Source: an optimization exercise on an open RTL-to-GDS flow (aim: small area, a short achievable clock period and few clock cycles per item). Production flows keep margins and buffers that such runs may drop. At most, simulation tests tie the RTL to the original design; equivalence was not proved. Power and IR drop assume default switching activity.

== the baseline ==
==> flow/design.v <==
module sha1_round (
  input  [31:0] au,
  input  [31:0] av,
  input  [31:0] b,
  input  [31:0] c,
  input  [31:0] d,
  input  [31:0] zs,
  input  [31:0] zc,
  input         f_ch,      
  input         f_maj,     
  output [31:0] au_n,
  output [31:0] av_n,
  output [4:0]  a_top      
);
  wire [27:0] lo  = {1'b0, au[26:0]} + {1'b0, av[26:0]};
  wire        cl  = lo[27];
  wire [4:0]  th0 = au[31:27] + av[31:27];
  wire [4:0]  th1 = au[31:27] + av[31:27] + 5'd1;
  assign a_top = cl ? th1 : th0;
  wire [31:0] f = f_ch  ? ((b & c) | (~b & d)) :
                  f_maj ? ((b & c) | (b & d) | (c & d)) : (b ^ c ^ d);
  wire [31:0] v = {av[26:0], 5'b0};
  wire [31:0] s1 = zs ^ zc ^ v;
  wire [31:0] c1 = {(zs[30:0] & zc[30:0]) | (zs[30:0] & v[30:0]) | (zc[30:0] & v[30:0]), 1'b0};
  wire [31:0] s2 = s1 ^ c1 ^ f;
  wire [31:0] c2 = {(s1[30:0] & c1[30:0]) | (s1[30:0] & f[30:0]) | (c1[30:0] & f[30:0]), 1'b0};
  wire [31:0] u  = {au[26:0], 5'b0};
  wire [31:0] s3 = s2 ^ c2 ^ u;
  wire [31:0] c3 = {(s2[30:0] & c2[30:0]) | (s2[30:0] & u[30:0]) | (c2[30:0] & u[30:0]), 1'b0};
  wire [4:0]  x0 = s2[4:0] ^ c2[4:0] ^ th0;
  wire [4:0]  x1 = s2[4:0] ^ c2[4:0] ^ th1;
  wire [4:0]  y0 = (s2[4:0] & c2[4:0]) | (s2[4:0] & th0) | (c2[4:0] & th0);
  wire [4:0]  y1 = (s2[4:0] & c2[4:0]) | (s2[4:0] & th1) | (c2[4:0] & th1);
  assign au_n = {s3[31:5], cl ? x1 : x0};
  assign av_n = {c3[31:6], cl ? y1 : y0, 1'b0};
endmodule
module top (
  input          clk,
  input          rstn,
  input          start,
  input          use_prev_cv,
  input  [511:0] data_i,
  input  [159:0] cv,
  output         busy,
  output         out_valid,
  output [159:0] cv_next
);
  reg         busy_r, valid_r;
  reg [6:0]   cnt;              
  reg         ph_ch, ph_maj;    
  reg [1:0]   phn;              
  reg         en4, en3, en2, en1, last;
  reg         fx_plain;         
  reg [511:0] win;              
  reg [31:0]  au, av, b, c, d;  
  reg [31:0]  zs, zc;           
  reg [31:0]  ha;               
  reg [31:0]  fx;               
  reg [15:1]  tok;              
  reg         use_gen;          
  reg [159:0] res;              
  wire idle = ~busy_r & ~valid_r;
  assign busy = busy_r;
  assign out_valid = valid_r;
  assign cv_next = res;
  wire [159:0] hv = use_prev_cv ? res : cv;
  function [31:0] kconst(input [1:0] p);
    case (p)
      2'd0: kconst = 32'h5A827999;
      2'd1: kconst = 32'h6ED9EBA1;
      2'd2: kconst = 32'h8F1BBCDC;
      default: kconst = 32'hCA62C1D6;
    endcase
  endfunction
  wire [31:0] au_n, av_n;
  wire [4:0]  a_top;
  sha1_round u_rnd (.au(au), .av(av), .b(b), .c(c), .d(d), .zs(zs), .zc(zc),
                    .f_ch(ph_ch), .f_maj(ph_maj), .au_n(au_n), .av_n(av_n),
                    .a_top(a_top));
  wire [26:0] a_low = au[26:0] + av[26:0];
  wire [31:0] a_full = {a_top, a_low};
  wire [31:0] wx = win[32*13 +: 32] ^ win[32*8 +: 32] ^ win[32*2 +: 32] ^
                   win[31:0];
  reg  [31:0] wd;
  integer n;
  always @* begin
    wd = 32'd0;
    for (n = 1; n < 16; n = n + 1)
      wd = wd | (data_i[511-32*n -: 32] & {32{tok[n]}});
  end
  wire [31:0] wn = wd | ({wx[30:0], wx[31]} & {32{use_gen}});
  wire [31:0] kn = kconst(phn);
  wire [31:0] ze = idle ? hv[31:0] : d;
  wire [31:0] zw = idle ? data_i[511:480] : win[511:480];
  wire [31:0] zs_n = ze ^ zw ^ kn;
  wire [31:0] zc_n = {(ze[30:0] & zw[30:0]) | (ze[30:0] & kn[30:0]) | (zw[30:0] & kn[30:0]), 1'b0};
  wire [31:0] fy = fx + ha;
  wire [6:0] cnt_n = idle ? 7'd0 : cnt + 7'd1;
  reg  [31:0] ha_n;
  always @* begin
    case (cnt)
      7'd76: ha_n = hv[31:0];
      7'd77: ha_n = hv[63:32];
      7'd78: ha_n = hv[95:64];
      7'd79: ha_n = hv[127:96];
      default: ha_n = hv[159:128];
    endcase
  end
  wire busy_n  = (idle & start) | (busy_r & ~last);
  wire valid_n = (busy_r & last) | (valid_r & start);
  wire idle_n  = ~busy_n & ~valid_n;
  always @(posedge clk or negedge rstn)
    if (!rstn) begin
      busy_r  <= 1'b0;
      valid_r <= 1'b0;
      tok     <= 15'd1;
      use_gen <= 1'b0;
      phn     <= 2'd0;
    end else begin
      busy_r  <= busy_n;
      valid_r <= valid_n;
      tok     <= idle_n ? 15'd1 : {tok[14:1], 1'b0};
      use_gen <= ~idle_n & (use_gen | tok[15]);
      phn     <= idle_n ? 2'd0 :
                 cnt_n < 7'd19 ? 2'd0 : cnt_n < 7'd39 ? 2'd1 : cnt_n < 7'd59 ? 2'd2 : 2'd3;
    end
  always @(posedge clk) begin
    cnt    <= cnt_n;
    ph_ch  <= cnt_n < 7'd20;
    ph_maj <= cnt_n >= 7'd40 && cnt_n < 7'd60;
    en4    <= cnt_n == 7'd77;
    en3    <= cnt_n == 7'd78;
    en2    <= cnt_n == 7'd79;
    en1    <= cnt_n == 7'd80;
    last   <= cnt_n == 7'd81;
    fx_plain <= cnt_n == 7'd79 || cnt_n == 7'd80;
    fx     <= fx_plain ? a_full : {a_full[1:0], a_full[31:2]};
    ha     <= ha_n;
    zs     <= zs_n;
    zc     <= zc_n;
    if (idle) begin
      win <= {wn, data_i[511:480], win[479:32]};
      au  <= hv[159:128];
      av  <= 32'd0;
      b   <= hv[127:96];
      c   <= hv[95:64];
      d   <= hv[63:32];
    end else begin
      win <= {wn, win[511:32]};
      au  <= au_n;
      av  <= av_n;
      b   <= a_full;
      c   <= {b[1:0], b[31:2]};
      d   <= c;
    end
    if (busy_r) begin
      if (en4)  res[31:0]    <= fy;
      if (en3)  res[63:32]   <= fy;
      if (en2)  res[95:64]   <= fy;
      if (en1)  res[127:96]  <= fy;
      if (last) res[159:128] <= fy;
    end
  end
endmodule
Settings: LEC_CHECK=0, CAP_MARGIN=20, CORE_MARGIN=2, CORE_UTILIZATION=40, CTS_CLUSTER_DIAMETER=80, CTS_CLUSTER_SIZE=24, SETUP_SLACK_MARGIN=3, SLEW_MARGIN=20; clock period 6.0 ns.
standard.sh (not shown) runs the stock make flow with config.mk's settings and CLKGATE_MAP_FILE= SYNTH_SCRIPT=/design/flow/synth_recipe.tcl, a recipe that flattens the netlist after the stock synthesis.
==> flow/flow/run.sh <==
#!/bin/bash
# The standard ORFS layout (standard.sh, unchanged synthesis), with one
# change: the I/O port buffers that placement inserts are buf_1 cells
# (buffer_ports -buffer_cell) rather than the default choice; repair_design
# still resizes them where a port drives a large load.
# Full make/tool output goes to standard.log; ORFS also keeps per-step logs
# under orfs/logs/.
set -uo pipefail
export BUFFER_PORTS_ARGS="-buffer_cell sky130_fd_sc_hd__buf_1"
bash standard.sh finish > standard.log 2>&1
status=$?
tail -n 20 standard.log
exit $status
The baseline finished every step from synthesis to the final layout, and the layout passed the timing, design-rule and antenna checks.
Edits applied to the flow inputs when going from the baseline to the candidate:
# the baseline
export LEC_CHECK = 0
export CAP_MARGIN = 20
export CORE_MARGIN = 2
export CORE_UTILIZATION = 40
export CTS_CLUSTER_DIAMETER = 80
export CTS_CLUSTER_SIZE = 24
export SETUP_SLACK_MARGIN = 3
export SLEW_MARGIN = 20
create_clock -name core_clock -period 6.0 [get_ports {clk}]
# the candidate
export LEC_CHECK = 0
export CAP_MARGIN = 20
export CORE_MARGIN = 2
export CORE_UTILIZATION = 55
export CTS_CLUSTER_DIAMETER = 80
export CTS_CLUSTER_SIZE = 24
export SETUP_SLACK_MARGIN = 3
export SLEW_MARGIN = 20
create_clock -name core_clock -period 6.0 [get_ports {clk}]
Notes after the runs:
Diff the baseline -> the candidate: number of multi-input combinational cells shows no meaningful change; final worst-path setup slack shows an increase of 36 ps.
Compare the candidate and the baseline | cell count lower: the candidate
Per the comparison of the candidate with the baseline, clock tree buffer count of the final layout saw a decrease; worst-case hold slack saw little to no change.
After detailed routing, the baseline needs more wire than the candidate.
Compared with the baseline, post-layout total power in the candidate decreased slightly.
Function was not checked in any run of this note: the RTL went through the layout flow alone.


top, a different RTL version from the one above (not shown whole).
Size: roughly 3400 cells after synthesis, ~840 I/O pins, ~39000 sq um of cells after synthesis.
==> flow/config.mk <==
export PLATFORM = sky130hd
export DESIGN_NAME = top
export DESIGN_NICKNAME = top
export VERILOG_FILES = /design/flow/design.v
export SDC_FILE = /design/flow/constraint.sdc
export NUM_CORES = 4
export LEC_CHECK = 0
export CAP_MARGIN = 20
export CORE_MARGIN = 2
export CORE_UTILIZATION = 40
export CTS_CLUSTER_DIAMETER = 80
export CTS_CLUSTER_SIZE = 24
export SETUP_SLACK_MARGIN = 3.15
export SLEW_MARGIN = 20
==> flow/constraint.sdc <==
create_clock -name core_clock -period 6.0 [get_ports {clk}]
set_input_delay 1.2000 -clock core_clock [delete_from_list [all_inputs] [get_ports {clk}]]
set_output_delay 1.2000 -clock core_clock [all_outputs]
set_load 0.01 [all_outputs]
Scripts as last shown in full above: flow/flow/run.sh
Testbench counts at the start, summed over its fixed seeds: cycles 40,320, blocks 480.
Then changed:
CORE_UTILIZATION = 35   (was 40)
SETUP_SLACK_MARGIN = 3   (was 3.15)
What happened: The new run produced a clean layout. Wire length is higher by 2.6%. Sequential power is about the same. Non-clock buffer count fell by 18. Fmax decreases by 0.69%.


## juniper
top again, from the RTL that the note above started with.
==> flow/design.v (excerpt) <==
module top (
  input          clk,
  input          rstn,
  input          start,
  input          use_prev_cv,
  input  [511:0] data_i,
  input  [159:0] cv,
  output         busy,
  output         out_valid,
  output [159:0] cv_next
);
export LEC_CHECK = 0
export CAP_MARGIN = 20
export CORE_MARGIN = 2
export CORE_UTILIZATION = 40
export CTS_CLUSTER_DIAMETER = 80
export CTS_CLUSTER_SIZE = 24
export PLACE_DENSITY = 0.85
export SETUP_SLACK_MARGIN = 3
export SLEW_MARGIN = 20
create_clock -name core_clock -period 6.0 [get_ports {clk}]
Scripts as last shown in full above: flow/flow/run.sh
juniper: all stages complete, timing, DRC and antenna checks passed
Testbench counts of juniper, summed over its fixed seeds: cycles 40,320, blocks 480.
Setup changes, juniper to tundra
- removing PLACE_DENSITY (formerly 0.85)
- changing CTS_CLUSTER_DIAMETER from 80 to 90
- changing CORE_UTILIZATION from 40 to 35
- changing CTS_CLUSTER_SIZE from 24 to 27
==> comparison <==
tundra: done, clean on timing, DRC and antenna. Comparing utilization for tundra and juniper, the bigger number came from juniper. Going from juniper to tundra, maximum single-stage delay on the critical path increased 0.29 ns; number of vias per cell lost 7.4%. On post-CTS setup buffer count: between tundra and juniper, it ends up higher for tundra. Per the comparison of tundra with juniper, area of combinational cells with multiple inputs has remained practically unchanged; cell row count has increased. Relative to juniper, the part of the power in the clock network of tundra is lower by 0.2 points.

==> separate check: timing with driven ports <==
No port has a modelled driver above. Below, the same layouts with a new extraction and two added sets of constraints.
Step 1 assumes that a clkbuf_16 drives the clock port and a buf_2 every other input.
Step 2, shift: input delay + t, output delay - t, t = (earliest + latest rising clock arrival at the registers) / 2. This alone moves slack from input paths to output paths.
Three values: no drivers, after step 1, after step 2; two values: the first two.
run | t (ns) | setup WS [ns] | worst slew at a driven data input, ns | cell pins on the clock port's net
the baseline | 0.722 | 2.770 / 2.770 / 2.425 | 0.29 | 1
the candidate | 0.712 | 2.807 / 2.807 / 2.571 | 0.35 | 1
the first run of note 2 | 0.729 | 3.095 / 3.095 / 2.423 | 0.27 | 1
the second run of note 2 | 0.750 | 3.075 / 3.075 / 2.559 | 0.25 | 1
juniper | 0.728 | 3.057 / 3.057 / 2.421 | 0.33 | 1
tundra | 0.740 | 2.969 / 2.969 / 2.520 | 0.23 | 1
After both steps every run listed still meets setup and hold. The setup slack of the first run of note 2, which loses most, moves by 0.000 ns with the drivers and by -0.672 ns with both steps.
